What follows belongs to an exercise in optimizing a design on an open flow for small area and a short achievable clock period; a production flow would make more cautious choices. RTL that was checked went through simulation tests only; none was proved equivalent to the original. Function not checked in runs 5 to 8: the RTL went through the layout flow alone. No activity file was given, so power comes from the tool's default toggle rates.

==> design.v <==
`timescale 1ns / 1ps
module ALU(
    input clk,
    input reset,
    input [31:0] A, 
    input [31:0] B, 
    input [3:0] ALU_control, 
    output reg [31:0] result,
    output reg Z, 
    output reg N, 
    output reg C,
    output reg V
    );
    wire Cout;
    wire Z_wire, C_wire, V_wire, N_wire;
    wire [31:0] sum, mux1;
    reg [31:0] result_wire;
    assign mux1 = ALU_control[0] ? ~B : B;
    assign {Cout, sum} = A + mux1 + ALU_control[0];
    always @(*) begin
        case(ALU_control)
            4'b0000:  result_wire = sum;                                 
            4'b0001:  result_wire = sum;                                 
            4'b0010:  result_wire = A | B;                               
            4'b0011:  result_wire = A & B;                               
            4'b0100:  result_wire = A ^ B;                               
            4'b0101:  result_wire = A << B[4:0];                         
            4'b0110:  result_wire = A >> B[4:0];                         
            4'b0111:  result_wire = {31'b0, $signed(A) < $signed(B)};    
            4'b1000:  result_wire = {31'b0, A < B};                      
            default:  result_wire = 32'b0;
        endcase
    end 
    assign Z_wire = (result_wire == 32'b0);
    assign N_wire = result_wire[31]; 
    assign C_wire = (ALU_control[3:1] == 3'b000) & Cout;
    assign V_wire = (ALU_control[3:1] == 3'b000) & (A[31] == mux1[31]) & (result_wire[31] != A[31]);
    always @(posedge clk or posedge reset) begin
        if(reset) begin
            result <= 32'b0;
            Z <= 0;
            N <= 0;
            V <= 0;
            C <= 0;
        end
        else begin
            result <= result_wire;
            Z <= Z_wire;
            N <= N_wire;
            V <= V_wire;
            C <= C_wire;
        end
    end
endmodule
==> run.sh <==
#!/bin/bash
# synth_recipe.tcl (not shown) runs the flow's synth.tcl, then flattens the netlist and writes it again
# the make line also repeats each setting of config.mk as NAME=value (left out here)
make -C /OpenROAD-flow-scripts/flow DESIGN_CONFIG=/design/flow/config.mk WORK_HOME=/design/flow/orfs CLKGATE_MAP_FILE= SYNTH_SCRIPT=/design/flow/synth_recipe.tcl finish
==> config.mk <==
export PLATFORM = sky130hd
export DESIGN_NAME = ALU
export DESIGN_NICKNAME = ALU
export VERILOG_FILES = /design/flow/design.v
export SDC_FILE = /design/flow/constraint.sdc
export NUM_CORES = 4
export LEC_CHECK = 0
export CAP_MARGIN = 20
export CORE_MARGIN = 2
export CORE_UTILIZATION = 40
export SLEW_MARGIN = 20
==> constraint.sdc <==
create_clock -name core_clock -period 5.5 [get_ports {clk}]
set_input_delay 1.1000 -clock core_clock [delete_from_list [all_inputs] [get_ports {clk}]]
set_output_delay 1.1000 -clock core_clock [all_outputs]
set_load 0.01 [all_outputs]
==> results of run 1 <==
==> worst min-delay path: cells and delay by family <==
kind     cells  cell delay [ns]
buf+inv      3             0.80
==> routing by layer <==
metal	part of all wire (%)	vias up
met1	42	5440
met5	0	-
li1	-	4982
met4	3.8	0
met2	43	704
met3	11	97
==> sequential cells by signal (all words and copies together) (netlist names) <==
name,cells
N,1
Z,1
V,1
C,1
result,31
==> cells in the final DEF, fill, tap and decap left out, drive strengths merged, types with 6 or more instances in the layout <==
cell / synthesis / layout
a21o: 12 / 12
and2: 6 / 6
o21ai: 72 / 72
o31ai: 10 / 10
or4: 6 / 6
nor2: 92 / 92
nand3: 23 / 23
ha: 132 / 132
a22oi: 23 / 23
o21bai: 10 / 10
buf: 35 / 152
nor3: 22 / 22
clkdlybuf4s50: 0 / 100
o22ai: 12 / 12
mux2i: 52 / 52
a32oi: 7 / 7
xnor2: 8 / 8
dfrtp: 35 / 35
mux2: 46 / 46
o21a: 9 / 9
a211oi: 20 / 20
mux4: 37 / 37
a21oi: 74 / 74
o2bb2ai: 6 / 6
o221ai: 12 / 12
nand2: 97 / 97
nand3b: 8 / 8
a31oi: 7 / 7
nand4: 18 / 18
xor2: 42 / 42
nor4: 18 / 18
o211ai: 14 / 14
nor2b: 8 / 8
inv: 89 / 89
or3: 14 / 14
a221oi: 13 / 13
clkbuf: 50 / 6
==> logic make-up (layout without fill, tap and decap cells) <==
logic type      count (synthesis)  count (layout)  synth area share (%)
compound gates                361             361                 25.50
xor+xnor                       50              50                 4.478
fa+ha+maj                     133             133                 17.09
buf+inv                       176             350                 7.523
flops                          35              35                 8.956
mux                           135             135                 19.37
simple gates                  341             341                 17.08
==> power by group <==
| part | total, uW | switching [uW] | internal [uW] |
|---|---|---|---|
| combinational | 1300 | 769 | 530 |
| clock | 262 | 86.8 | 176 |
| sequential | 293 | 6.33 | 286 |
| total | 1850 | 863 | 992 |
==> metrics by stage <==
step	area (um^2)	total power [uW]	worst slack [ns]	utilization (%)	cells
2_1_floorplan	9788	1003	0.006074	-	1231
3_3_place_gp	12040	1553	0.2284	49.79	1722
3_5_place_dp	12040	1554	0.1959	49.79	1722
4_1_cts	12180	1824	0.4582	50.39	1729
5_1_grt	12180	1955	0.2772	50.39	1729
6_report	12180	1854	0.4233	50.39	1729
==> worst max path at each step <==
stage | from | endpoint | slack (ns) | depth (start not counted)
after floorplan | B[1] | Z$_DFF_PP0_ | 0.006 | 20
after global placement | B[5] | Z$_DFF_PP0_ | 0.23 | 15
after detailed placement | A[0] | Z$_DFF_PP0_ | 0.20 | 14
after CTS | A[0] | Z$_DFF_PP0_ | 0.46 | 14
after global routing | B[5] | Z$_DFF_PP0_ | 0.28 | 15
final | A[0] | Z$_DFF_PP0_ | 0.42 | 14
==> layout make-up <==
type	instances	area [um^2]	area share (%)
clock buffer	6	138.9	1.140
clock inverter	1	5.005	0.04108
inverter	91	341.6	2.804
multi-input combinational	1020	8208	67.38
sequential	35	875.8	7.190
tap	324	405.4	3.328
timing repair buffer	252	2207	18.12
==> flow_summary.json, run 1 <==
{
  "whs_ns": 1.217,
  "peakVddDrop_uv": 149.9,
  "clk_pin_slew_ns": 0.05,
  "ios": 106,
  "drt-total-wl_um": 48840,
  "tightest_slew_ns": 0.9197,
  "synth_top_cells_by_count": "ha_1, nand2_1, nor2_1",
  "hold_buffers": 0,
  "met1_usage_pct": 51.56,
  "cts.path.max_buffers": 2,
  "grt_pass1_wl_um": 71160,
  "gp_congestion": 1.042,
  "die_area_mm2": 0.02572,
  "setup.worst_path.start_class": "input port",
  "fill_cells": 2364,
  "die_y_um": 160.4,
  "drv_slew": 0,
  "hold_class": "in -> async",
  "grt_use_total_pct": 37.17,
  "ys_async_sr_fraction_pct": 100.0,
  "vias_per_cell": 6.491,
  "io_buffers": 105,
  "grtUsageMet3_pct": 7.800,
  "grt_pass1_vias": 10731,
  "cp_max_fo": 4,
  "cts-resized-gates": 0,
  "grt_max_degree": 63,
  "cp_top_family": "simple AND/OR/NAND/NOR gates",
  "postSynthNetCount": 1434,
  "synth_most_common_cell": "ha_1",
  "cts.sinks": 35,
  "slew_headroom_pct": 38.16,
  "outcome": "timing/DRC/antenna clean",
  "drtAntennaViolNets": 0,
  "rows": 57,
  "cts_buffers": 5,
  "drc_errors": 0,
  "crit_slowest_cell": "o41ai_2",
  "dp_hpwl_um": 40550,
  "hold_viol": 0,
  "post_cts_buffers": 0,
  "max_freq_ghz": 0.1970,
  "cp_data_required_time_ns": 5.68,
  "crit_chain": "clkdlybuf4s50_1 -> mux2i_1 -> fa_1 -> nand3b_1 -> nand2_1 -> a31oi_1 -> o41ai_2 -> xor2_1 -> a2111o_1 -> or4_1 -> nor4_1 -> buf_4 -> nand4b_1 -> nor4_2",
  "syn_inst": 1231,
  "crit_arrival_ns": 5.25,
  "area_growth_pct": 24.57,
  "setup.worst_path.end_class": "register",
  "synth_area_leader_cell": "ha_1",
  "drt-pass1-iter-count": 6,
  "core-area_mm2": 0.02418,
  "initial_core_util_pct": 40.45,
  "gr-total-overflow": 0,
  "antenna_found_initial": 0,
  "synthTopCellsByArea": "ha_1, dfrtp_1, mux4_2, mux2i_1, mux2_2",
  "fin_crit_sh_pct": 92.30,
  "crit_buf_inv": 2,
  "synth_seq_area_share_pct": 8.956,
  "postSynthAreaPerCell_um2": 7.944,
  "yosysUniqueCellTypes": 83,
  "drive_gt1_share_pct": 18.51,
  "synth_top_flop_cell": "dfrtp_1",
  "n_antenna_cell": 0,
  "grt_use_met2_pct": 57.40,
  "wire_per_inst_um": 28.25,
  "setup_viol": 0,
  "dr_total_vias": 11223,
  "path_class": "in -> reg",
  "period_minus_slack_ns": 5.077,
  "netlist.area_leader.share_pct": 16.89,
  "synth_edf_count": 0,
  "drv_cap": 0,
  "grt_busiest_layer": "met2",
  "synth_area_mm2": 0.009779,
  "yosys_warnings": 1,
  "max_stage_delay_ns": 0.67,
  "drt-initial-drc-count": 1411,
  "ctsRootBufferMaster": "clkbuf_16",
  "cts_max_level": 2,
  "fp.dieW_um": 160.4,
  "synth-seq-cells": 35,
  "power_density_mw_per_mm2": 152.2,
  "final_nets": 1608,
  "setup_tns_ns": 0,
  "leakagePower_uw": 0.005440,
  "cts_tree": "done",
  "rsz0062_at_grt": "false"
}
==> inputs of run 2 (changes only) <==
==> design.v (replaced) <==
`timescale 1ns / 1ps
module ALU(
    input clk,
    input reset,
    input [31:0] A,
    input [31:0] B,
    input [3:0] ALU_control,
    output reg [31:0] result,
    output reg Z,
    output reg N,
    output reg C,
    output reg V
    );
    wire [3:0] op = ALU_control;
    wire op_add  = (op == 4'b0000);
    wire op_sub  = (op == 4'b0001);
    wire op_or   = (op == 4'b0010);
    wire op_and  = (op == 4'b0011);
    wire op_xor  = (op == 4'b0100);
    wire op_sll  = (op == 4'b0101);
    wire op_srl  = (op == 4'b0110);
    wire op_slt  = (op == 4'b0111);
    wire op_sltu = (op == 4'b1000);
    wire op_arith = (op[3:1] == 3'b000);
    wire inv = op[3] | (op[0] & ~(op[1] & ~op[2]));
    wire [31:0] bx = B ^ {32{inv}};
    wire [31:0] p = A ^ bx;
    wire [31:0] g = A & bx;
    wire [32:0] s = {1'b0, A} + {1'b0, bx} + {32'b0, inv};
    wire [31:0] sum = s[31:0];
    wire cout = s[32];
    wire ltu = ~cout;
    wire lts = (A[31] ^ B[31]) ? A[31] : ~cout;
    function [31:0] rev(input [31:0] x);
        integer k;
        for (k = 0; k < 32; k = k + 1) rev[k] = x[31 - k];
    endfunction
    wire [31:0] sh_in = op_sll ? rev(A) : A;
    wire [31:0] sh_out = sh_in >> B[4:0];
    wire [31:0] sh_rev = rev(sh_out);
    wire [31:0] r =
          ({32{op_add | op_sub}} & sum)
        | ({32{op_xor | op_or}} & p)
        | ({32{op_and | op_or}} & g)
        | ({32{op_srl}} & sh_out)
        | ({32{op_sll}} & sh_rev)
        | {31'b0, (op_slt & lts) | (op_sltu & ltu)};
    wire z_w = ~|r;
    wire c_w = op_arith & cout;
    wire v_w = op_arith & (A[31] == bx[31]) & (sum[31] != A[31]);
    always @(posedge clk or posedge reset) begin
        if (reset) begin
            result <= 32'b0;
            Z <= 1'b0;
            N <= 1'b0;
            C <= 1'b0;
            V <= 1'b0;
        end else begin
            result <= r;
            Z <= z_w;
            N <= r[31];
            C <= c_w;
            V <= v_w;
        end
    end
endmodule
--- a/config.mk
+++ b/config.mk
@@ -9,3 +9,4 @@
 export CORE_MARGIN = 2
 export CORE_UTILIZATION = 40
+export GPL_TIMING_DRIVEN = 0
 export SLEW_MARGIN = 20
==> flow_summary.json, run 2 <==
{
  "cp.depth": 20,
  "yosysUniqueCellTypes": 75,
  "cts_max_level": 2,
  "largest_register": "result",
  "max_stage_delay_ns": 0.53,
  "largest_reg_flops": 31,
  "outcome": "timing/DRC/antenna clean",
  "synth_edf_count": 0,
  "dr_total_vias": 8071,
  "setup_viol": 0,
  "final_cell_mix": "clkdlybuf4s50_1, nand2_1, a21oi_1",
  "hold_viol": 0,
  "design_area_mm2": 0.008252,
  "tightest_slew_ns": 1.065,
  "gp_congestion": 1.029,
  "grt_pass1_vias": 7446,
  "grt_use_total_pct": 35.54,
  "vias_per_cell": 6.881,
  "slew_headroom_pct": 29.01,
  "die_y_um": 131.6,
  "crit_slowest_cell": "or4_1",
  "layout_setup_ws_ns": 0.1485,
  "period_minus_slack_ns": 5.351,
  "drt-initial-drc-count": 1211,
  "cp_data_required_time_ns": 5.68,
  "synth-seq-cells": 35,
  "leakagePower_uw": 0.003340,
  "clk_pin_slew_ns": 0.05,
  "fp.dieW_um": 131.6,
  "drtAntennaViolNets": 0,
  "power.share.clock_pct": 18.1,
  "path_class": "in -> reg",
  "synth_area_mm2": 0.006510,
  "cts_buffers": 5,
  "setup_tns_ns": 0,
  "ctsRootBufferMaster": "clkbuf_16",
  "cts_tree": "done",
  "cp_top_family": "compound AO/OA/AOI/OAI gates",
  "area_growth_pct": 26.75,
  "drc_errors": 0,
  "drt-total-wl_um": 31570,
  "synth_top_flop_cell": "dfrtp_1",
  "hold_buffers": 0,
  "yosys_warnings": 1,
  "place_ws_ns": -2.121,
  "initial_core_util_pct": 40.98,
  "die_area_mm2": 0.01731,
  "rows": 46,
  "cts.path.max_buffers": 2,
  "wire_per_inst_um": 26.92,
  "drv_cap": 0,
  "synth_seq_area_share_pct": 13.45,
  "n_antenna_cell": 0,
  "peakVddDrop_uv": 160.4,
  "place_area_mm2": 0.007816,
  "setup.worst_path.end_class": "register",
  "switchingPower_uw": 781.4,
  "final_nets": 1067,
  "drt-pass1-iter-count": 8,
  "switching_share_pct": 45.18,
  "postSynthNetCount": 957,
  "synth_area_leader_cell": "dfrtp_1",
  "cts.sinks": 35,
  "comb_power_share_pct": 64.4,
  "power.internal_uw": 948.2,
  "syn_inst": 846,
  "dp_hpwl_um": 25810,
  "postSynthAreaPerCell_um2": 7.695,
  "core-area_mm2": 0.01589,
  "setup.worst_path.start_class": "input port",
  "pwr-share-seq_pct": 17.5,
  "drv_slew": 0,
  "synthTopCellsByArea": "dfrtp_1, ha_1, mux4_2, a21oi_1, nand2_1",
  "layout_commonest_cell": "clkdlybuf4s50_1",
  "hold_class": "in -> async",
  "drive_gt1_share_pct": 9.613,
  "antenna_found_initial": 0,
  "ios": 106,
  "p_total_uw": 1730,
  "netlist.area_leader.share_pct": 13.45,
  "grt_pass1_wl_um": 47200,
  "ys_async_sr_fraction_pct": 100.0,
  "crit_arrival_ns": 5.53,
  "power_density_mw_per_mm2": 209.6,
  "fin_crit_sh_pct": 97.30,
  "max_freq_ghz": 0.1869,
  "io_buffers": 103,
  "cp_max_fo": 10,
  "endpoint": "Z$_DFF_PP0_",
  "grt_max_degree": 36,
  "synth_most_common_cell": "nand2_1",
  "synth_top_cells_by_count": "nand2_1, a21oi_1, o21ai_0",
  "crit_chain": "dlygate4sd2_1 -> clkbuf_8 -> nor2_4 -> clkbuf_8 -> nor2_4 -> buf_12 -> clkbuf_16 -> xor2_1 -> ha_1 -> a21o_1 -> o21bai_1 -> a311oi_2 -> o221ai_4 -> o211ai_1 -> nand2_1 -> a211o_1 -> or4_1 -> nor4_1 -> nand2_1 -> nor4_2",
  "crit_start": "ALU_control[2]",
  "gr-total-overflow": 0,
  "crit_buf_inv": 5
}
[run 2: cell types whose count changed after synthesis, sizes merged, moves of 12 or more]
cell    change
mux2       -44
inv        -72
xnor2      +12
o21ai      -15
clkbuf     -13
ha         -92
mux2i      -26
buf        -16
nor2       -37
nand2b     +18
mux4       -15
[run 2: per-stage QoR]
stage,cells,hold slack [ns],util [%]
2_1_floorplan,846,1.254,-
3_3_place_gp,1165,1.667,49.20
3_5_place_dp,1165,1.557,49.20
4_1_cts,1175,1.266,51.65
5_1_grt,1173,1.319,51.95
6_report,1173,1.244,51.95
[run 2: layout make-up]
| cell class | instances | area [um^2] |
|---|---|---|
| Clock buffer | 5 | 125.1 |
| Inverter | 18 | 70.07 |
| Sequential cell | 35 | 875.8 |
| Clock inverter | 3 | 43.79 |
| Buffer | 48 | 321.6 |
| Fill cell | 1655 | 7634 |
| Tap cell | 216 | 270.3 |
| Timing Repair Buffer | 111 | 1112 |
| Multi-Input combinational cell | 737 | 5433 |
[run 2: worst min path at each step]
stage                   startpoint                   to  slack [ns]  cells after the start
finish                       reset          N$_DFF_PP0_        1.24                      2
floorplan                    reset          C$_DFF_PP0_        1.25                      1
detailed placement           reset          N$_DFF_PP0_        1.56                      2
global route                 reset          N$_DFF_PP0_        1.32                      2
CTS                          reset          N$_DFF_PP0_        1.27                      2
global placement    ALU_control[1]  result[4]$_DFF_PP0_        1.67                      3
[run 2: repair_timing]
item / CTS / global route
setup endpoints to repair: 28 / 2
setup buffers: 8 / 0
pin swaps: 6 / 6
gates resized for setup: 35 / 20
[run 2: cells by family (layout without fill, tap and decap cells)]
kind of cell | Yosys count | in the layout | share of synthesized area (%)
flip-flops | 35 | 35 | 13.45
adder cells (fa/ha/maj) | 41 | 41 | 7.995
AO/OA/AOI/OAI | 325 | 325 | 34.15
multiplexers | 50 | 50 | 11.95
buffers and inverters | 74 | 185 | 5.074
XOR/XNOR | 55 | 55 | 7.400
AND/OR/NAND/NOR | 266 | 266 | 19.97
[run 2: power groups by stage]
stage | Clock, uW | Sequential [uW] | Combinational [uW]
2_1_floorplan | 0 | 327 | 604
3_3_place_gp | 0 | 307 | 1030
3_5_place_dp | 0 | 307 | 1020
4_1_cts | 318 | 303 | 1060
5_1_grt | 330 | 307 | 1180
6_report | 313 | 302 | 1110
[run 2: routing by layer]
metal | track usage, % | vias up | routed length [um]
met4 | 15.34 | 0 | 1641
met1 | 50.27 | 3824 | 12960
li1 | - | 3494 | -
met3 | 7.253 | 94 | 3883
met2 | 52.18 | 659 | 13090
met5 | 0 | - | 0
==> inputs of run 3 (changes only) <==
--- a/config.mk
+++ b/config.mk
@@ -9,4 +9,3 @@
 export CORE_MARGIN = 2
 export CORE_UTILIZATION = 40
-export GPL_TIMING_DRIVEN = 0
 export SLEW_MARGIN = 20
==> flow_summary.json, run 3 <==
{
  "layout_commonest_cell": "buf_4",
  "postSynthAreaPerCell_um2": 7.695,
  "outcome": "timing/DRC/antenna clean",
  "core-area_mm2": 0.01589,
  "setup.worst_path.end_class": "register",
  "synthTopCellsByArea": "dfrtp_1, ha_1, mux4_2, a21oi_1, nand2_1",
  "synth_area_leader_cell": "dfrtp_1",
  "grt_use_total_pct": 35.81,
  "cts_tree": "done",
  "cp_data_required_time_ns": 5.68,
  "fp.dieW_um": 131.6,
  "fin_crit_sh_pct": 95.29,
  "drt-pass1-iter-count": 6,
  "n_antenna_cell": 0,
  "clk_pin_slew_ns": 0.05,
  "multi_input_area_mm2": 0.005364,
  "regArea_um2": 875.8,
  "path_class": "in -> reg",
  "cts.path.max_buffers": 2,
  "yosys_warnings": 1,
  "die_area_mm2": 0.01731,
  "dp_hpwl_um": 25840,
  "synth_top_flop_cell": "dfrtp_1",
  "area_growth_pct": 32.52,
  "tightest_slew_ns": 1.116,
  "drive_gt1_share_pct": 16.21,
  "drt-total-wl_um": 31230,
  "yosysUniqueCellTypes": 75,
  "dp_cells": 1220,
  "cp_top_family": "simple AND/OR/NAND/NOR gates",
  "hold_buffers": 0,
  "synth-seq-cells": 35,
  "drtAntennaViolNets": 0,
  "vias_per_cell": 6.559,
  "wire_per_inst_um": 25.43,
  "crit_buf_inv": 3,
  "io_buffers": 105,
  "final_nets": 1122,
  "initial_core_util_pct": 40.98,
  "syn_inst": 846,
  "gr-total-overflow": 0,
  "grt_max_degree": 55,
  "drv_cap": 0,
  "crit_chain": "clkdlybuf4s50_1 -> nand2b_1 -> nor2_2 -> nor2_4 -> buf_6 -> buf_4 -> xor2_1 -> ha_1 -> nand4_1 -> or2_2 -> o221ai_2 -> o211ai_1 -> a41o_1 -> a211o_1 -> or4_1 -> nor4_1 -> nand2_1 -> nor4_2",
  "largest_reg_flops": 31,
  "drc_errors": 0,
  "synth_edf_count": 0,
  "slew_headroom_pct": 25.34,
  "synth_most_common_cell": "nand2_1",
  "ios": 106,
  "cts_max_level": 2,
  "largest_register": "result",
  "hold_viol": 0,
  "final_cell_mix": "buf_4, clkdlybuf4s50_1, nand2_1",
  "postSynthNetCount": 957,
  "cp_max_fo": 8,
  "max_freq_ghz": 0.1908,
  "cts.sinks": 35,
  "hold_class": "in -> async",
  "whs_ns": 1.219,
  "synth_top_cells_by_count": "nand2_1, a21oi_1, o21ai_0",
  "ctsRootBufferMaster": "clkbuf_16",
  "grt_pass1_vias": 7627,
  "grt_pass1_wl_um": 47960,
  "max_stage_delay_ns": 0.60,
  "cts_buffers": 5,
  "die_y_um": 131.6,
  "fill_cells": 1546,
  "ys_async_sr_fraction_pct": 100.0,
  "synth_seq_area_share_pct": 13.45,
  "crit_slowest_cell": "or4_1",
  "crit_arrival_ns": 5.42,
  "crit_start": "ALU_control[3]",
  "final_cells": 1228,
  "power_density_mw_per_mm2": 204.9,
  "netlist.area_leader.share_pct": 13.45,
  "peakVddDrop_uv": 157.2,
  "gp_congestion": 1.010,
  "setup_viol": 0,
  "antenna_found_initial": 0,
  "drt-initial-drc-count": 1086,
  "setup.worst_path.start_class": "input port",
  "rows": 46,
  "dr_total_vias": 8054,
  "drv_slew": 0,
  "leakagePower_uw": 0.003666,
  "period_minus_slack_ns": 5.241,
  "synth_area_mm2": 0.006510
}
-- run 3: changes by cell type in the layout (fill, tap and decap cells not counted), sizes merged --
cell           delta
buf              +86
clkbuf           -30
clkdlybuf4s50     +4
clkinv            -2
bufinv            -1
dlygate4sd2       -1
dlymetal6s2s      -1
-- run 3: worst max-delay path by stage --
stage	cells after the start	to
after floorplan	19	Z$_DFF_PP0_
after global placement	18	Z$_DFF_PP0_
after detailed placement	19	Z$_DFF_PP0_
after CTS	19	Z$_DFF_PP0_
after global routing	20	Z$_DFF_PP0_
final	18	Z$_DFF_PP0_
-- run 3: routing by layer --
| metal | GRT usage (%) | vias to the layer above | part of all wire, % |
|---|---|---|---|
| met5 | 0 | - | 0 |
| met4 | 17.87 | 0 | 5.8 |
| met3 | 7.677 | 86 | 10 |
| met2 | 52.59 | 504 | 42 |
| met1 | 49.45 | 3853 | 42 |
| li1 | - | 3611 | - |
-- run 3: logic make-up (layout without fill, tap and decap cells) --
group | after synthesis | in the layout | share of synthesized area, %
compound gates | 325 | 325 | 34.15
simple gates | 266 | 266 | 19.97
buf+inv | 74 | 240 | 5.074
xor+xnor | 55 | 55 | 7.400
mux | 50 | 50 | 11.95
fa+ha+maj | 41 | 41 | 7.995
flops | 35 | 35 | 13.45
-- run 3: final cells by class --
type / count / share of cell area [%]
flip-flops and latches: 35 / 10.15
multi-input cells: 737 / 62.18
well taps: 216 / 3.133
clock buffers: 8 / 1.813
inverters: 18 / 0.7832
repair buffers: 214 / 21.94
-- run 3: power breakdown --
group / internal (uW) / switching (uW)
Combinational: 519 / 663
Clock: 192 / 90.7
Sequential: 293 / 9.26
-- run 3: per-stage QoR --
step	power [uW]	setup TNS (ns)	utilization, %	instance area [um^2]	worst slack [ns]
after floorplan	931.4	0	-	6515	0.01645
after global placement	1448	0	53.05	8427	0.04836
after detailed placement	1445	-0.1921	53.05	8427	-0.1816
after CTS	1735	0	54.03	8583	0.1117
after global routing	1867	-0.005301	54.31	8627	-0.005301
final	1767	0	54.31	8627	0.2589
-- run 3: repair_timing --
action | 4_1_cts | 5_1_grt
setup endpoints to repair | 0 | 3
gates resized for setup | 0 | 10
buffers inserted | 0 | 0
==> inputs of run 4 (changes only) <==
==> flow/run.sh (new file) <==
#!/bin/bash
# The standard ORFS layout, with three changes: port buffers use the
# smallest buffer, and after global routing gates that are not timing
# critical are sized down (ORFS's power recovery).
set -euo pipefail
bash standard.sh \
  "BUFFER_PORTS_ARGS=-buffer_cell sky130_fd_sc_hd__buf_1" \
  RECOVER_POWER=100 \
  finish > flow_make.log 2>&1
==> standard.sh (new file) <==
#!/bin/bash
# synth_recipe.tcl (not shown) runs the flow's synth.tcl, then flattens the netlist and writes it again
# the make line also repeats each setting of config.mk as NAME=value (left out here)
make -C /OpenROAD-flow-scripts/flow DESIGN_CONFIG=/design/flow/config.mk WORK_HOME=/design/flow/orfs CLKGATE_MAP_FILE= SYNTH_SCRIPT=/design/flow/synth_recipe.tcl "${@:-finish}"
--- a/config.mk
+++ b/config.mk
@@ -9,3 +9,4 @@
 export CORE_MARGIN = 2
 export CORE_UTILIZATION = 40
+export GPL_TIMING_DRIVEN = 0
 export SLEW_MARGIN = 20
removed: run.sh
==> flow_summary.json, run 4 <==
{
  "leakagePower_uw": 0.003022,
  "final_nets": 1067,
  "n_antenna_cell": 0,
  "core-area_mm2": 0.01589,
  "outcome": "timing/DRC/antenna clean",
  "cts.sinks": 35,
  "dp_hpwl_um": 25290,
  "hold_class": "in -> async",
  "setup_viol": 0,
  "gp_congestion": 1.077,
  "netlist.area_leader.share_pct": 13.45,
  "grt_pass1_vias": 7333,
  "clk_pin_slew_ns": 0.05,
  "comb_power_share_pct": 64.9,
  "power.share.clock_pct": 16.0,
  "peakVddDrop_uv": 192.3,
  "synth_area_leader_cell": "dfrtp_1",
  "slew_headroom_pct": 20.82,
  "drv_cap": 0,
  "layout_commonest_cell": "buf_1",
  "ys_async_sr_fraction_pct": 100.0,
  "drtAntennaViolNets": 0,
  "fp.dieW_um": 131.6,
  "regArea_um2": 875.8,
  "yosysUniqueCellTypes": 75,
  "place_area_mm2": 0.007177,
  "power_density_mw_per_mm2": 210.3,
  "max_freq_ghz": 0.1864,
  "drt-total-wl_um": 30850,
  "design_area_mm2": 0.007531,
  "initial_core_util_pct": 40.98,
  "setup.worst_path.end_class": "register",
  "yosys_warnings": 1,
  "cp_max_fo": 10,
  "tightest_slew_ns": 1.186,
  "crit_arrival_ns": 5.54,
  "cts.path.max_buffers": 2,
  "largest_register": "result",
  "synth_area_mm2": 0.006510,
  "area_growth_pct": 15.68,
  "postSynthAreaPerCell_um2": 7.695,
  "die_area_mm2": 0.01731,
  "final_cells": 1173,
  "cp_data_required_time_ns": 5.68,
  "synth_top_cells_by_count": "nand2_1, a21oi_1, o21ai_0",
  "period_minus_slack_ns": 5.364,
  "fin_crit_sh_pct": 97.52,
  "vias_per_cell": 6.801,
  "synth_most_common_cell": "nand2_1",
  "synth-seq-cells": 35,
  "path_class": "in -> reg",
  "postSynthNetCount": 957,
  "synthTopCellsByArea": "dfrtp_1, ha_1, mux4_2, a21oi_1, nand2_1",
  "synth_top_flop_cell": "dfrtp_1",
  "power.internal_uw": 820.4,
  "antenna_found_initial": 0,
  "cts_tree": "done",
  "io_buffers": 103,
  "drt-initial-drc-count": 1174,
  "multi_input_area_mm2": 0.005429,
  "hold_viol": 0,
  "switchingPower_uw": 763.6,
  "drv_slew": 0,
  "synth_seq_area_share_pct": 13.45,
  "ios": 106,
  "synth_edf_count": 0,
  "drt-pass1-iter-count": 7,
  "dr_total_vias": 7978,
  "rows": 46,
  "wire_per_inst_um": 26.30,
  "drive_gt1_share_pct": 9.195,
  "die_y_um": 131.6,
  "grt_max_degree": 36,
  "ctsRootBufferMaster": "clkbuf_16",
  "cts_buffers": 5,
  "grt_pass1_wl_um": 46470,
  "largest_reg_flops": 31,
  "cts_max_level": 2,
  "pwr-share-seq_pct": 19.1,
  "final_cell_mix": "buf_1, nand2_1, a21oi_1",
  "drc_errors": 0,
  "p_total_uw": 1584,
  "setup.worst_path.start_class": "input port",
  "switching_share_pct": 48.21,
  "fill_cells": 1691,
  "syn_inst": 846,
  "fin_util_pct": 47.41,
  "gr-total-overflow": 0,
  "dp_cells": 1166,
  "grt_use_total_pct": 34.90
}
## run 4: area by class of cell
type | instances | share of cell area [%]
timing repair buffer | 110 | 5.865
clock buffer | 7 | 1.761
multi-input combinational | 737 | 72.09
inverter | 18 | 0.8972
tap | 216 | 3.589
buffer | 49 | 4.104
sequential | 35 | 11.63
clock inverter | 1 | 0.06646
## run 4: power groups by stage
stage	logic [uW]	registers [uW]	clock network (uW)
after CTS	971	303	259
after global placement	951	307	0
after global routing	1090	306	273
after detailed placement	946	307	0
final	1030	302	253
after floorplan	604	327	0
## run 4: final timing paths
path | from | end | slack (ns) | depth (start not counted)
max in group asynchronous | reset | result[7]$_DFF_PP0_ | 3.67 | 2
min in group core_clock | ALU_control[1] | result[4]$_DFF_PP0_ | 1.42 | 3
setup / recovery | ALU_control[3] | Z$_DFF_PP0_ | 0.14 | 22
hold / removal | reset | Z$_DFF_PP0_ | 1.12 | 2
## run 4: layer usage
layer	vias up	share of wire, %	global-route usage (%)
li1	3509	-	-
met1	3789	41	49.48
met2	585	41	51.60
met3	95	12	5.671
met4	0	6.4	16.24
met5	-	0	0
## run 4: per-stage QoR
stage	setup slack (ns)	setup TNS (ns)	hold slack (ns)
floorplan	0.01645	0	1.254
global placement	-1.755	-16.28	1.441
detailed placement	-1.679	-15.92	1.217
CTS	0.003209	0	0.9314
global route	-0.03288	-0.03288	1.267
finish	0.1363	0	1.118
## run 4: kinds of logic (layout without fill, tap and decap cells)
family / Yosys count / after routing / share of synthesized area [%]
AO/OA/AOI/OAI: 325 / 325 / 34.15
AND/OR/NAND/NOR: 266 / 266 / 19.97
buffers and inverters: 74 / 185 / 5.074
XOR/XNOR: 55 / 55 / 7.400
multiplexers: 50 / 50 / 11.95
adder cells (fa/ha/maj): 41 / 41 / 7.995
flip-flops: 35 / 35 / 13.45
## run 4: what timing repair did
| action | 4_1_cts | 5_1_grt |
|---|---|---|
| hold endpoints to repair | 0 | 0 |
| hold buffers | 0 | 0 |
| pin swaps | 2 | 5 |
| buffers inserted | 1 | 5 |
| setup endpoints to repair | 19 | 3 |
| gates resized for setup | 29 | 22 |
## run 4: critical path, stage by stage
cell,delay (ns)
clkbuf_4,0.17
nand2b_4,0.17
nor2_4,0.15
buf_8,0.16
buf_6,0.17
nor2_4,0.09
clkbuf_16,0.19
xor2_1,0.16
ha_2,0.42
a21o_1,0.18
o21bai_1,0.14
a311oi_2,0.11
buf_4,0.17
o221ai_4,0.22
o211ai_1,0.19
buf_4,0.17
a41o_1,0.25
a211o_1,0.33
or4_1,0.53
nor4_1,0.23
nand2_1,0.11
nor4_2,0.12
==> inputs of run 5 (changes only) <==
--- a/design.v
+++ b/design.v
@@ -32,11 +32,10 @@
     wire ltu = ~cout;
     wire lts = (A[31] ^ B[31]) ? A[31] : ~cout;
-    function [31:0] rev(input [31:0] x);
-        integer k;
-        for (k = 0; k < 32; k = k + 1) rev[k] = x[31 - k];
-    endfunction
-    wire [31:0] sh_in = op_sll ? rev(A) : A;
-    wire [31:0] sh_out = sh_in >> B[4:0];
-    wire [31:0] sh_rev = rev(sh_out);
+    wire [31:0] sh_out, sh_rev;
+    alu_shr u_shr (.a(A), .s(B[4:0]), .left(op_sll), .y(sh_out));
+    genvar k;
+    generate for (k = 0; k < 32; k = k + 1) begin : g_rev
+        assign sh_rev[k] = sh_out[31 - k];
+    end endgenerate
     wire [31:0] r =
           ({32{op_add | op_sub}} & sum)
@@ -65,2 +64,33 @@
     end
 endmodule
+module alu_shr(
+    input [31:0] a,
+    input [4:0] s,
+    input left,
+    output [31:0] y
+    );
+    wire nleft = ~left;
+    wire [4:0] ns = ~s;
+    wire [31:0] t [0:5];
+    genvar i, k;
+    generate
+        for (i = 0; i < 32; i = i + 1) begin : g_in
+            alu_aoi22 u (.a(left), .b(a[31 - i]), .c(nleft), .d(a[i]), .y(t[0][i]));
+        end
+        for (k = 0; k < 5; k = k + 1) begin : g_st
+            for (i = 0; i < 32; i = i + 1) begin : g_b
+                if (i + (1 << k) < 32) begin : g_m
+                    alu_aoi22 u (.a(s[k]), .b(t[k][i + (1 << k)]), .c(ns[k]), .d(t[k][i]), .y(t[k + 1][i]));
+                end else if (k % 2 == 0) begin : g_f0
+                    assign t[k + 1][i] = ~(s[k] | t[k][i]);
+                end else begin : g_f1
+                    assign t[k + 1][i] = ~(ns[k] & t[k][i]);
+                end
+            end
+        end
+    endgenerate
+    assign y = t[5];
+endmodule
+module alu_aoi22(input a, input b, input c, input d, output y);
+    assign y = ~((a & b) | (c & d));
+endmodule
==> run.sh (new file) <==
#!/bin/bash
# synth_recipe.tcl (not shown) runs the flow's synth.tcl, then flattens the netlist and writes it again
# the make line also repeats each setting of config.mk as NAME=value (left out here)
make -C /OpenROAD-flow-scripts/flow DESIGN_CONFIG=/design/flow/config.mk WORK_HOME=/design/flow/orfs CLKGATE_MAP_FILE= SYNTH_SCRIPT=/design/flow/synth_recipe.tcl finish
--- a/config.mk
+++ b/config.mk
@@ -11,2 +11,4 @@
 export GPL_TIMING_DRIVEN = 0
 export SLEW_MARGIN = 20
+export SYNTH_HIERARCHICAL = 1
+export SYNTH_MINIMUM_KEEP_SIZE = 0
removed: flow/run.sh
removed: standard.sh
==> flow_summary.json, run 5 <==
{
  "place_ws_ns": -2.457,
  "final_cell_mix": "a22oi_2, clkdlybuf4s50_1, nand2_1",
  "crit_slowest_cell": "or4_1",
  "cts.path.max_buffers": 2,
  "vias_per_cell": 6.411,
  "synth_seq_area_share_pct": 12.85,
  "cp_max_fo": 10,
  "n_antenna_cell": 0,
  "core-area_mm2": 0.01664,
  "syn_inst": 782,
  "gr-total-overflow": 0,
  "fp.dieW_um": 134.6,
  "synth-seq-cells": 35,
  "layout_commonest_cell": "a22oi_2",
  "peakVddDrop_uv": 169.0,
  "synth_top_flop_cell": "dfrtp_1",
  "cts_tree": "done",
  "postSynthNetCount": 893,
  "ys_async_sr_fraction_pct": 100.0,
  "drive_gt1_share_pct": 31.63,
  "synth_most_common_cell": "a22oi_2",
  "hold_class": "in -> async",
  "drv_slew": 0,
  "setup.worst_path.end_class": "register",
  "die_y_um": 134.6,
  "setup.worst_path.start_class": "input port",
  "largest_register": "result",
  "area_growth_pct": 32.43,
  "cts_max_level": 2,
  "slew_headroom_pct": 27.14,
  "initial_core_util_pct": 40.97,
  "outcome": "finished with violations",
  "largest_reg_flops": 31,
  "antenna_found_initial": 0,
  "grt_pass1_vias": 7063,
  "synthTopCellsByArea": "a22oi_2, dfrtp_1, ha_1, xor2_1, a21oi_1",
  "synth_area_mm2": 0.006818,
  "ctsRootBufferMaster": "clkbuf_16",
  "cpMostUsedCell": "buf_4",
  "cts_buffers": 5,
  "layout_setup_ws_ns": -0.1795,
  "crit_chain": "buf_8 -> buf_4 -> buf_4 -> nor3b_4 -> clkbuf_8 -> buf_6 -> nor2_4 -> clkbuf_8 -> xor2_1 -> ha_1 -> buf_4 -> nand4_1 -> or4_1 -> o21ba_4 -> or4b_4 -> a21oi_1 -> nand3b_1 -> or4_1 -> nor4_4 -> nand4b_1 -> nor4_2",
  "die_area_mm2": 0.01811,
  "clk_pin_slew_ns": 0.05,
  "dr_total_vias": 7450,
  "yosysUniqueCellTypes": 79,
  "leakagePower_uw": 0.003503,
  "hold_buffers": 0,
  "crit_start": "ALU_control[3]",
  "gp_congestion": 1.004,
  "p_total_uw": 1733,
  "path_class": "in -> reg",
  "cp_data_required_time_ns": 5.68,
  "rows": 47,
  "synth_top_cells_by_count": "a22oi_2, nand2_1, a21oi_1",
  "io_buffers": 103,
  "cp.depth": 21,
  "cp_top_family": "simple AND/OR/NAND/NOR gates",
  "max_freq_ghz": 0.1761,
  "grt_max_degree": 36,
  "ios": 106,
  "netlist.area_leader.share_pct": 29.55,
  "setup_viol": 1,
  "drtAntennaViolNets": 0,
  "so.violations": "setup timing",
  "tightest_slew_ns": 1.089,
  "dp_hpwl_um": 21350,
  "cts.sinks": 35,
  "grt_pass1_wl_um": 42480,
  "wire_per_inst_um": 23.74,
  "postSynthAreaPerCell_um2": 8.718,
  "fill_cells": 1553,
  "synth_area_leader_cell": "a22oi_2",
  "yosys_warnings": 8,
  "final_nets": 1053,
  "drt-pass1-iter-count": 5,
  "drt-total-wl_um": 27590,
  "grt_use_total_pct": 30.37,
  "drv_cap": 0,
  "crit_buf_inv": 7,
  "power_density_mw_per_mm2": 191.9,
  "crit_arrival_ns": 5.86,
  "max_stage_delay_ns": 0.59,
  "fin_crit_sh_pct": 103.3,
  "drt-initial-drc-count": 788,
  "drc_errors": 0,
  "endpoint": "Z$_DFF_PP0_",
  "hold_viol": 0,
  "rsz0062_at_grt": "true",
  "synth_edf_count": 0,
  "period_minus_slack_ns": 5.680
}
==> run 5: per-module statistics from Yosys, one instance, submodules excluded <==
module     cells inside  times used
alu_aoi22             1         161
alu_shr              41           1
ALU                 580           1
==> run 5: worst min path at each step <==
stage / startpoint / end / slack [ns] / cells after the start
6_report: reset / result[1]$_DFF_PP0_ / 1.25 / 2
5_1_grt: reset / V$_DFF_PP0_ / 1.31 / 2
3_3_place_gp: ALU_control[0] / result[2]$_DFF_PP0_ / 1.59 / 4
2_1_floorplan: reset / C$_DFF_PP0_ / 1.25 / 1
4_1_cts: reset / V$_DFF_PP0_ / 1.27 / 2
3_5_place_dp: reset / V$_DFF_PP0_ / 1.56 / 2
==> run 5: metrics by stage <==
step	TNS (ns)	area, um^2	cells	util (%)	hold WS, ns
2_1_floorplan	-0.4123	6888	782	-	1.254
3_3_place_gp	-43.57	8194	1105	49.24	1.588
3_5_place_dp	-39.89	8262	1109	49.64	1.562
4_1_cts	-0.1856	8912	1157	53.55	1.273
5_1_grt	-0.3483	9029	1162	54.25	1.311
6_report	-0.1795	9029	1162	54.25	1.249
==> run 5: cells by family after synthesis <==
family          count (synthesis)  share of synthesized area, %
xor+xnor                       45                         5.891
buf+inv                        71                         4.753
mux                             5                        0.8441
simple gates                  210                         16.06
compound gates                375                         51.97
flops                          35                         12.85
fa+ha+maj                      41                         7.634
==> run 5: area by class of cell <==
class	instances	area, um^2	area share, %
buffer	40	289.0	3.201
clock buffer	6	138.9	1.538
tap	220	275.3	3.049
timing repair buffer	153	1578	17.48
inverter	30	116.4	1.289
timing repair inverter	1	7.507	0.08315
clock inverter	1	5.005	0.05543
sequential	35	875.8	9.701
multi-input combinational	676	5743	63.61
==> run 5: repair_timing <==
action	4_1_cts	5_1_grt
setup endpoints to repair	33	6
pin swaps	28	29
cloned	4	0
gates resized for setup	48	21
setup buffers	39	9
==> run 5: power by group <==
group / internal [uW] / switching, uW / total (uW)
logic: 495 / 668 / 1160
clock network: 176 / 92.9 / 269
registers: 293 / 7.79 / 301
total: 964 / 769 / 1730
==> run 5: layer usage <==
| layer | track usage (%) | part of all wire [%] |
|---|---|---|
| met5 | 0 | 0 |
| met4 | 8.421 | 3.0 |
| met3 | 2.440 | 6.0 |
| met2 | 50.54 | 47 |
| met1 | 42.28 | 44 |
==> inputs of run 6 (changes only) <==
--- a/design.v
+++ b/design.v
@@ -7,5 +7,5 @@
     input [3:0] ALU_control,
     output reg [31:0] result,
-    output reg Z,
+    output Z,
     output reg N,
     output reg C,
@@ -45,11 +45,12 @@
         | ({32{op_sll}} & sh_rev)
         | {31'b0, (op_slt & lts) | (op_sltu & ltu)};
-    wire z_w = ~|r;
     wire c_w = op_arith & cout;
     wire v_w = op_arith & (A[31] == bx[31]) & (sum[31] != A[31]);
+    reg zero_ok;
+    assign Z = zero_ok & ~|result;
     always @(posedge clk or posedge reset) begin
         if (reset) begin
             result <= 32'b0;
-            Z <= 1'b0;
+            zero_ok <= 1'b0;
             N <= 1'b0;
             C <= 1'b0;
@@ -57,5 +58,5 @@
         end else begin
             result <= r;
-            Z <= z_w;
+            zero_ok <= 1'b1;
             N <= r[31];
             C <= c_w;
==> flow/run.sh (new file) <==
#!/bin/bash
# The standard ORFS layout, with these changes: before the floorplan repair
# every gate gets its smallest size (flow/pre_fp.tcl), and port buffers use
# the smallest buffer.
set -euo pipefail
bash standard.sh \
  "PRE_FLOORPLAN_TCL=$PWD/flow/pre_fp.tcl" \
  "BUFFER_PORTS_ARGS=-buffer_cell sky130_fd_sc_hd__buf_1" \
  finish > flow_make.log 2>&1
==> flow/pre_fp.tcl (new file) <==
# Run before ORFS's floorplan repair: remove the synthesis buffers and give
# every cell the smallest drive strength of its kind; the repair steps that
# follow size up only what timing needs.
remove_buffers
set n 0
foreach inst [get_cells *] {
  set cell [get_property $inst ref_name]
  if {![regexp {^(sky130_fd_sc_hd__[a-z0-9]+)_([0-9]+)$} $cell -> base drive]} { continue }
  if {[string match "*dfr*" $base] || [string match "*df*" $base]} { continue }
  set best $cell
  set best_area [get_property [get_lib_cells */$cell] area]
  foreach lc [get_lib_cells */${base}_*] {
    set name [get_property $lc name]
    if {![regexp "^${base}_\[0-9\]+\$" $name]} { continue }
    if {[get_property $lc dont_use]} { continue }
    set a [get_property $lc area]
    if {$a < $best_area} { set best $name; set best_area $a }
  }
  if {$best ne $cell} {
    replace_cell $inst $best
    incr n
  }
}
puts "pre_fp: downsized $n cells"
==> standard.sh (new file) <==
#!/bin/bash
# synth_recipe.tcl (not shown) runs the flow's synth.tcl, then flattens the netlist and writes it again
# the make line also repeats each setting of config.mk as NAME=value (left out here)
make -C /OpenROAD-flow-scripts/flow DESIGN_CONFIG=/design/flow/config.mk WORK_HOME=/design/flow/orfs CLKGATE_MAP_FILE= SYNTH_SCRIPT=/design/flow/synth_recipe.tcl "${@:-finish}"
removed: run.sh
==> flow_summary.json, run 6 <==
{
  "setup.worst_path.start_class": "input port",
  "design_area_mm2": 0.006240,
  "switchingPower_uw": 637.8,
  "crit_chain": "buf_1 -> nor2_1 -> nor2_4 -> buf_16 -> xor2_1 -> ha_1 -> a21o_1 -> a211oi_1 -> a21oi_1 -> a31oi_1 -> o21ai_0 -> a21oi_1 -> xor2_1 -> o211ai_1",
  "cts_tree": "done",
  "place_ws_ns": -0.2863,
  "postSynthNetCount": 788,
  "dp_hpwl_um": 17030,
  "slew_headroom_pct": 39.38,
  "crit_start": "ALU_control[3]",
  "drv_cap": 0,
  "ctsRootBufferMaster": "clkbuf_16",
  "hold_class": "in -> async",
  "core-area_mm2": 0.01314,
  "fin_util_pct": 47.50,
  "grt_max_degree": 66,
  "cts_max_level": 2,
  "grt_use_total_pct": 30.00,
  "crit_arrival_ns": 5.48,
  "clk_pin_slew_ns": 0.05,
  "die_y_um": 119.4,
  "largest_reg_flops": 31,
  "pwr-share-seq_pct": 22.9,
  "cts-resized-gates": 0,
  "power_density_mw_per_mm2": 223.3,
  "drtAntennaViolNets": 0,
  "hold_buffers": 0,
  "outcome": "timing/DRC/antenna clean",
  "cts_buffers": 5,
  "tightest_slew_ns": 0.9082,
  "grt_pass1_vias": 6172,
  "cts.path.max_buffers": 2,
  "grt_pass1_wl_um": 33610,
  "crit_slowest_cell": "a31oi_1",
  "drv_slew": 0,
  "wire_per_inst_um": 22.82,
  "area_growth_pct": 17.18,
  "rsz0062_at_grt": "true",
  "peakVddDrop_uv": 112.8,
  "drive_gt1_share_pct": 3.885,
  "cp_data_required_time_ns": 5.65,
  "comb_power_share_pct": 57.3,
  "post_cts_buffers": 0,
  "dr_total_vias": 6770,
  "setup_viol": 0,
  "layout_setup_ws_ns": 0.1707,
  "setup_tns_ns": 0,
  "layout_commonest_cell": "a22oi_1",
  "fin_crit_sh_pct": 96.90,
  "leakagePower_uw": 0.002649,
  "drc_errors": 0,
  "cp_max_fo": 18,
  "yosys_warnings": 8,
  "switching_share_pct": 45.78,
  "power.internal_uw": 755.3,
  "antenna_found_initial": 0,
  "hold_viol": 0,
  "drt-total-wl_um": 22220,
  "power.share.clock_pct": 19.7,
  "n_antenna_cell": 0,
  "period_minus_slack_ns": 5.329,
  "gp_congestion": 0.9690,
  "synth_area_mm2": 0.005325,
  "path_class": "in -> reg",
  "endpoint": "result[15]$_DFF_PP0_",
  "place_area_mm2": 0.006075,
  "max_freq_ghz": 0.1876,
  "p_total_uw": 1393,
  "vias_per_cell": 6.951,
  "postSynthAreaPerCell_um2": 7.866,
  "ios": 106,
  "io_buffers": 105,
  "largest_register": "result",
  "cts.sinks": 35,
  "setup.worst_path.end_class": "register",
  "final_nets": 909,
  "drt-pass1-iter-count": 10,
  "syn_inst": 677,
  "drt-initial-drc-count": 1136,
  "rows": 42,
  "die_area_mm2": 0.01425,
  "max_stage_delay_ns": 0.64,
  "final_cell_mix": "a22oi_1, buf_1, nand2_1",
  "fp.dieW_um": 119.4,
  "initial_core_util_pct": 40.53,
  "gr-total-overflow": 0
}
==> run 6: critical path, delay by kind of cell <==
family	cells	cell delay, ns
simple gates	2	0.83
fa+ha+maj	1	0.34
xor+xnor	2	0.30
compound gates	7	2.17
buf+inv	2	0.74
==> run 6: worst min path at each step <==
stage	start	to	depth (start not counted)
after floorplan	reset	C$_DFF_PP0_	1
after global placement	reset	result[28]$_DFF_PP0_	2
after detailed placement	reset	N$_DFF_PP0_	2
after CTS	reset	N$_DFF_PP0_	2
after global routing	reset	N$_DFF_PP0_	2
final	reset	N$_DFF_PP0_	2
==> run 6: area by class of cell <==
| type | instances | area, um^2 |
|---|---|---|
| Multi-Input combinational cell | 620 | 4409 |
| Inverter | 23 | 86.33 |
| Sequential cell | 35 | 875.8 |
| Tap cell | 176 | 220.2 |
| Clock inverter | 1 | 5.005 |
| Timing Repair Buffer | 113 | 504.2 |
| Fill cell | 1349 | 6898 |
| Clock buffer | 6 | 138.9 |
==> run 6: per-stage QoR <==
step / cells / hold slack [ns]
after floorplan: 677 / 1.254
after detailed placement: 965 / 1.220
after CTS: 972 / 0.9227
final: 974 / 0.8996
after global placement: 958 / 1.444
after global routing: 974 / 0.9724
==> run 6: power by group through the flow <==
stage / Clock (uW) / Sequential [uW] / Combinational (uW)
floorplan: 0 / 343 / 487
global placement: 0 / 323 / 757
detailed placement: 0 / 325 / 772
CTS: 279 / 321 / 775
global route: 291 / 325 / 871
finish: 275 / 320 / 798
==> run 6: per-layer routing <==
metal	global-route usage [%]	up-vias	part of all wire, %
met5	0	-	0
met1	41.83	3259	41
met4	8.676	0	2.3
met2	47.56	396	46
met3	5.220	38	10
li1	-	3077	-
==> inputs of run 7 (changes only) <==
--- a/config.mk
+++ b/config.mk
@@ -10,4 +10,5 @@
 export CORE_UTILIZATION = 40
 export GPL_TIMING_DRIVEN = 0
+export SETUP_SLACK_MARGIN = 2
 export SLEW_MARGIN = 20
 export SYNTH_HIERARCHICAL = 1
==> flow_summary.json, run 7 <==
{
  "drt-total-wl_um": 24220,
  "die_area_mm2": 0.01425,
  "postSynthAreaPerCell_um2": 7.866,
  "yosys_warnings": 8,
  "drv_cap": 0,
  "hold_buffers": 0,
  "antenna_found_initial": 1,
  "crit_chain": "buf_12 -> and4bb_4 -> clkinvlp_4 -> buf_6 -> a22oi_2 -> a22oi_2 -> buf_4 -> a22oi_2 -> a22oi_1 -> a22oi_2 -> a22oi_1 -> a222oi_1 -> a21boi_1 -> a21bo_1",
  "io_buffers": 105,
  "grt_max_degree": 42,
  "layout_commonest_cell": "a22oi_1",
  "drt-initial-drc-count": 953,
  "cp_top_family": "compound AO/OA/AOI/OAI gates",
  "postSynthNetCount": 788,
  "fin_crit_sh_pct": 74.35,
  "clk_pin_slew_ns": 0.05,
  "setup_viol": 0,
  "max_freq_ghz": 0.2445,
  "hold_viol": 0,
  "power_density_mw_per_mm2": 212.3,
  "dr_total_vias": 7139,
  "comb_power_share_pct": 62.6,
  "setup.worst_path.start_class": "input port",
  "regArea_um2": 875.8,
  "slew_headroom_pct": 35.00,
  "core-area_mm2": 0.01314,
  "dp_cells": 967,
  "grt_pass1_wl_um": 37000,
  "drc_errors": 0,
  "vias_per_cell": 6.911,
  "hold_class": "in -> async",
  "die_y_um": 119.4,
  "rsz0062_at_grt": "true",
  "gp_congestion": 0.9262,
  "cts_max_level": 2,
  "power.share.clock_pct": 16.9,
  "ctsRootBufferMaster": "clkbuf_16",
  "cts_tree": "done",
  "grt_use_total_pct": 33.15,
  "drtAntennaViolNets": 0,
  "path_class": "in -> reg",
  "crit_slowest_cell": "a222oi_1",
  "largest_reg_flops": 31,
  "ios": 106,
  "crit_buf_inv": 4,
  "multi_input_area_mm2": 0.004952,
  "drive_gt1_share_pct": 23.45,
  "dp_hpwl_um": 17280,
  "cts.sinks": 35,
  "n_antenna_cell": 0,
  "wire_per_inst_um": 23.44,
  "drv_slew": 0,
  "leakagePower_uw": 0.003021,
  "cp_max_fo": 8,
  "fp.dieW_um": 119.4,
  "outcome": "timing/DRC/antenna clean",
  "area_growth_pct": 38.53,
  "switching_share_pct": 45.34,
  "max_stage_delay_ns": 0.55,
  "cts.path.max_buffers": 2,
  "power.internal_uw": 856.0,
  "final_cells": 1033,
  "setup.worst_path.end_class": "register",
  "initial_core_util_pct": 40.53,
  "synth_area_mm2": 0.005325,
  "rows": 42,
  "peakVddDrop_uv": 106.9,
  "cpMostUsedCell": "a22oi_2",
  "final_nets": 967,
  "crit_arrival_ns": 4.26,
  "tightest_slew_ns": 0.9739,
  "largest_register": "result",
  "period_minus_slack_ns": 4.089,
  "pwr-share-seq_pct": 20.4,
  "fill_cells": 1249,
  "cts_buffers": 5,
  "drt-pass1-iter-count": 9,
  "final_cell_mix": "a22oi_1, buf_1, a22oi_2",
  "grt_pass1_vias": 6468,
  "switchingPower_uw": 710.1,
  "gr-total-overflow": 0,
  "fin_util_pct": 56.15,
  "cp_data_required_time_ns": 5.67,
  "syn_inst": 677
}
run 7: final cells by class:
cell class / instances / area share, %
timing repair inverter: 3 / 0.3053
multi-input combinational: 621 / 67.13
timing repair buffer: 167 / 14.52
clock buffer: 7 / 1.798
inverter: 23 / 1.323
clock inverter: 1 / 0.06784
sequential: 35 / 11.87
tap: 176 / 2.985
run 7: what timing repair did:
action / in CTS / in global routing
setup endpoints to repair: 34 / 33
pin swaps: 55 / 26
gates resized for setup: 123 / 14
endpoints found under the hold margin: 0 / 0
setup buffers: 44 / 7
cloned: 7 / 0
run 7: worst paths after layout:
| kind | startpoint | endpoint | depth (start not counted) |
|---|---|---|---|
| min in group core_clock | ALU_control[2] | result[3]$_DFF_PP0_ | 4 |
| min | reset | result[28]$_DFF_PP0_ | 2 |
| max | ALU_control[1] | N$_DFF_PP0_ | 14 |
| max in group asynchronous | reset | result[20]$_DFF_PP0_ | 2 |
run 7: per-layer routing:
| layer | wire, um | up-vias | global-route usage (%) |
|---|---|---|---|
| li1 | - | 3194 | - |
| met5 | 0 | - | 0 |
| met4 | 767 | 0 | 10.59 |
| met1 | 10400 | 3481 | 46.39 |
| met2 | 11130 | 409 | 54.17 |
| met3 | 1924 | 55 | 2.730 |
run 7: power groups by stage:
stage | clock, uW | sequential (uW) | combinational, uW
after floorplan | 0 | 343 | 509
after global placement | 0 | 323 | 781
after detailed placement | 0 | 325 | 797
after CTS | 271 | 321 | 937
after global routing | 280 | 325 | 1050
final | 265 | 320 | 981
run 7: metrics by stage:
stage	area [um^2]	power, uW	setup TNS, ns	setup slack [ns]	hold WS [ns]
4_1_cts	7271	1528	0	1.630	0.9304
3_3_place_gp	6037	1104	-1.815	-0.4062	1.471
2_1_floorplan	5423	852.5	0	1.127	1.254
3_5_place_dp	6188	1123	-0.5822	-0.2700	1.232
5_1_grt	7377	1656	0	1.365	0.9838
6_report	7377	1566	0	1.411	0.9028
==> inputs of run 8 (changes only) <==
--- a/config.mk
+++ b/config.mk
@@ -10,5 +10,5 @@
 export CORE_UTILIZATION = 40
 export GPL_TIMING_DRIVEN = 0
-export SETUP_SLACK_MARGIN = 2
+export SETUP_SLACK_MARGIN = 1
 export SLEW_MARGIN = 20
 export SYNTH_HIERARCHICAL = 1
==> flow_summary.json, run 8 <==
{
  "max_freq_ghz": 0.2279,
  "cts_tree": "done",
  "syn_inst": 677,
  "setup_viol": 0,
  "drt-total-wl_um": 23230,
  "wire_per_inst_um": 23.41,
  "largest_reg_flops": 31,
  "cpMostUsedCell": "a22oi_1",
  "crit_buf_inv": 3,
  "io_buffers": 105,
  "crit_arrival_ns": 4.53,
  "grt_pass1_wl_um": 35210,
  "cts.path.max_buffers": 2,
  "initial_core_util_pct": 40.53,
  "slew_headroom_pct": 37.77,
  "crit_chain": "buf_2 -> and4bb_4 -> clkinvlp_4 -> buf_4 -> a22oi_1 -> a22oi_1 -> a22oi_1 -> a22oi_1 -> a22oi_1 -> a22oi_2 -> a22o_1 -> a21oi_1 -> nand3_1 -> a31oi_1 -> nand4b_1 -> o31a_1 -> o21ai_0",
  "crit_start": "ALU_control[1]",
  "dp_cells": 966,
  "drt-pass1-iter-count": 10,
  "cp_data_required_time_ns": 5.64,
  "ios": 106,
  "antenna_found_initial": 1,
  "largest_register": "result",
  "cts_max_level": 2,
  "cp.depth": 17,
  "multi_input_area_mm2": 0.004488,
  "hold_viol": 0,
  "p_total_uw": 1438,
  "ctsRootBufferMaster": "clkbuf_16",
  "drc_errors": 0,
  "grt_pass1_vias": 6089,
  "path_class": "in -> reg",
  "max_stage_delay_ns": 0.51,
  "drv_slew": 0,
  "fin_crit_sh_pct": 79.77,
  "hold_class": "in -> async",
  "grt_use_total_pct": 31.36,
  "vias_per_cell": 7.038,
  "rsz0062_at_grt": "true",
  "endpoint": "result[29]$_DFF_PP0_",
  "rows": 42,
  "grt_max_degree": 39,
  "final_cells": 992,
  "hold_buffers": 0,
  "outcome": "timing/DRC/antenna clean",
  "setup.worst_path.end_class": "register",
  "drt-initial-drc-count": 1191,
  "setup.worst_path.start_class": "input port",
  "fp.dieW_um": 119.4,
  "cts_buffers": 5,
  "cts.sinks": 35,
  "setup_tns_ns": 0,
  "gp_congestion": 0.9689,
  "core-area_mm2": 0.01314,
  "postSynthNetCount": 788,
  "whs_ns": 0.9099,
  "synth_area_mm2": 0.005325,
  "drv_cap": 0,
  "period_minus_slack_ns": 4.387,
  "die_y_um": 119.4,
  "drtAntennaViolNets": 0,
  "postSynthAreaPerCell_um2": 7.866,
  "die_area_mm2": 0.01425,
  "crit_slowest_cell": "and4bb_4",
  "gr-total-overflow": 0,
  "dr_total_vias": 6982,
  "regArea_um2": 875.8,
  "power_density_mw_per_mm2": 221.9,
  "drive_gt1_share_pct": 7.485,
  "dp_hpwl_um": 17070,
  "fill_cells": 1338,
  "cp_max_fo": 12,
  "peakVddDrop_uv": 105.3,
  "cp_top_family": "compound AO/OA/AOI/OAI gates",
  "clk_pin_slew_ns": 0.05,
  "final_cell_mix": "a22oi_1, buf_1, nand2_1",
  "tightest_slew_ns": 0.9324,
  "layout_commonest_cell": "a22oi_1",
  "yosys_warnings": 8,
  "final_nets": 925,
  "leakagePower_uw": 0.002737,
  "area_growth_pct": 21.66
}
run 8: power by group:
group	internal [uW]	leakage [uW]	switching (uW)
Combinational	293	0.00221	535
Clock	192	0.0000772	96.3
Sequential	299	0.000453	22.5
Total	784	0.00274	654
run 8: per-layer routing:
layer	GRT usage, %	wire length [um]	vias up
met5	0	8	-
met4	8.162	650	2
met3	4.406	2555	49
met2	48.78	10320	500
met1	45.49	9688	3304
li1	-	-	3127
run 8: worst min-delay path by stage:
stage                                       to  slack (ns)  depth (start not counted)  start
after floorplan                    C$_DFF_PP0_        1.25                          1  reset
after global placement    result[29]$_DFF_PP0_        1.46                          2  reset
after detailed placement  result[29]$_DFF_PP0_        1.23                          2  reset
after CTS                          N$_DFF_PP0_        0.93                          2  reset
after global routing               N$_DFF_PP0_        0.99                          2  reset
final                              N$_DFF_PP0_        0.91                          2  reset
run 8: area by class of cell:
class	instances	share of cell area [%]
Multi-Input combinational cell	622	69.27
Sequential cell	35	13.52
Timing Repair Buffer	124	9.598
Tap cell	176	3.399
Clock buffer	8	2.414
Inverter	23	1.448
Timing Repair inverter	3	0.3090
Antenna cell	1	0.03862
run 8: repair_timing:
action / 4_1_cts / 5_1_grt
resized for setup: 8 / 12
endpoints found under the hold margin: 0 / 0
buffers inserted: 6 / 5
endpoints found under the setup margin: 34 / 8
cloned: 4 / 2
pin swaps: 2 / 1
run 8: through the flow:
step	instance area [um^2]	worst slack, ns	util (%)
floorplan	5348	1.035	-
finish	6479	1.113	49.31
CTS	6356	1.007	48.38
global placement	5962	-0.5535	45.38
detailed placement	6082	-0.2213	46.30
global route	6476	0.9183	49.30

re-timing with driven ports:
No port has a modelled driver above. Below, the same layouts with a new extraction and two added sets of constraints. Step 1: set_driving_cell puts a clkbuf_16 on clk and a buf_2 on each other input, an assumption about the parent block. Step 2 times the ports against the registers' clock, not the clock port: input delays grow and output delays shrink by t, the midpoint of the rising clock arrivals with the driver on. Slacks: no drivers / after step 1 / after step 2; pairs: no drivers / after step 1.
| run | t (ns) | setup slack, ns | latest minus earliest clock arrival (ns) | pins driven straight from the clock port |
|---|---|---|---|---|
| run 1 | 0.301 | 0.423 / 0.430 / 0.129 | 0.002 / 0.002 | 1 |
| run 2 | 0.305 | 0.149 / 0.161 / -0.144 | 0.004 / 0.004 | 1 |
| run 3 | 0.303 | 0.259 / 0.257 / -0.046 | 0.002 / 0.002 | 1 |
| run 4 | 0.299 | 0.136 / 0.147 / -0.152 | 0.002 / 0.002 | 1 |
| run 5 | 0.307 | -0.180 / -0.186 / -0.493 | 0.008 / 0.008 | 1 |
| run 6 | 0.316 | 0.171 / 0.183 / -0.133 | 0.004 / 0.005 | 1 |
| run 7 | 0.316 | 1.411 / 1.400 / 1.084 | 0.007 / 0.007 | 1 |
| run 8 | 0.311 | 1.113 / 1.131 / 0.820 | 0.007 / 0.007 | 1 |
With both steps, setup timing fails in run 2, run 3, run 4 and run 6, where it was met with ideal ports. The setup slack of run 7, which loses most, moves by -0.011 ns with the drivers and by -0.327 ns with both steps.
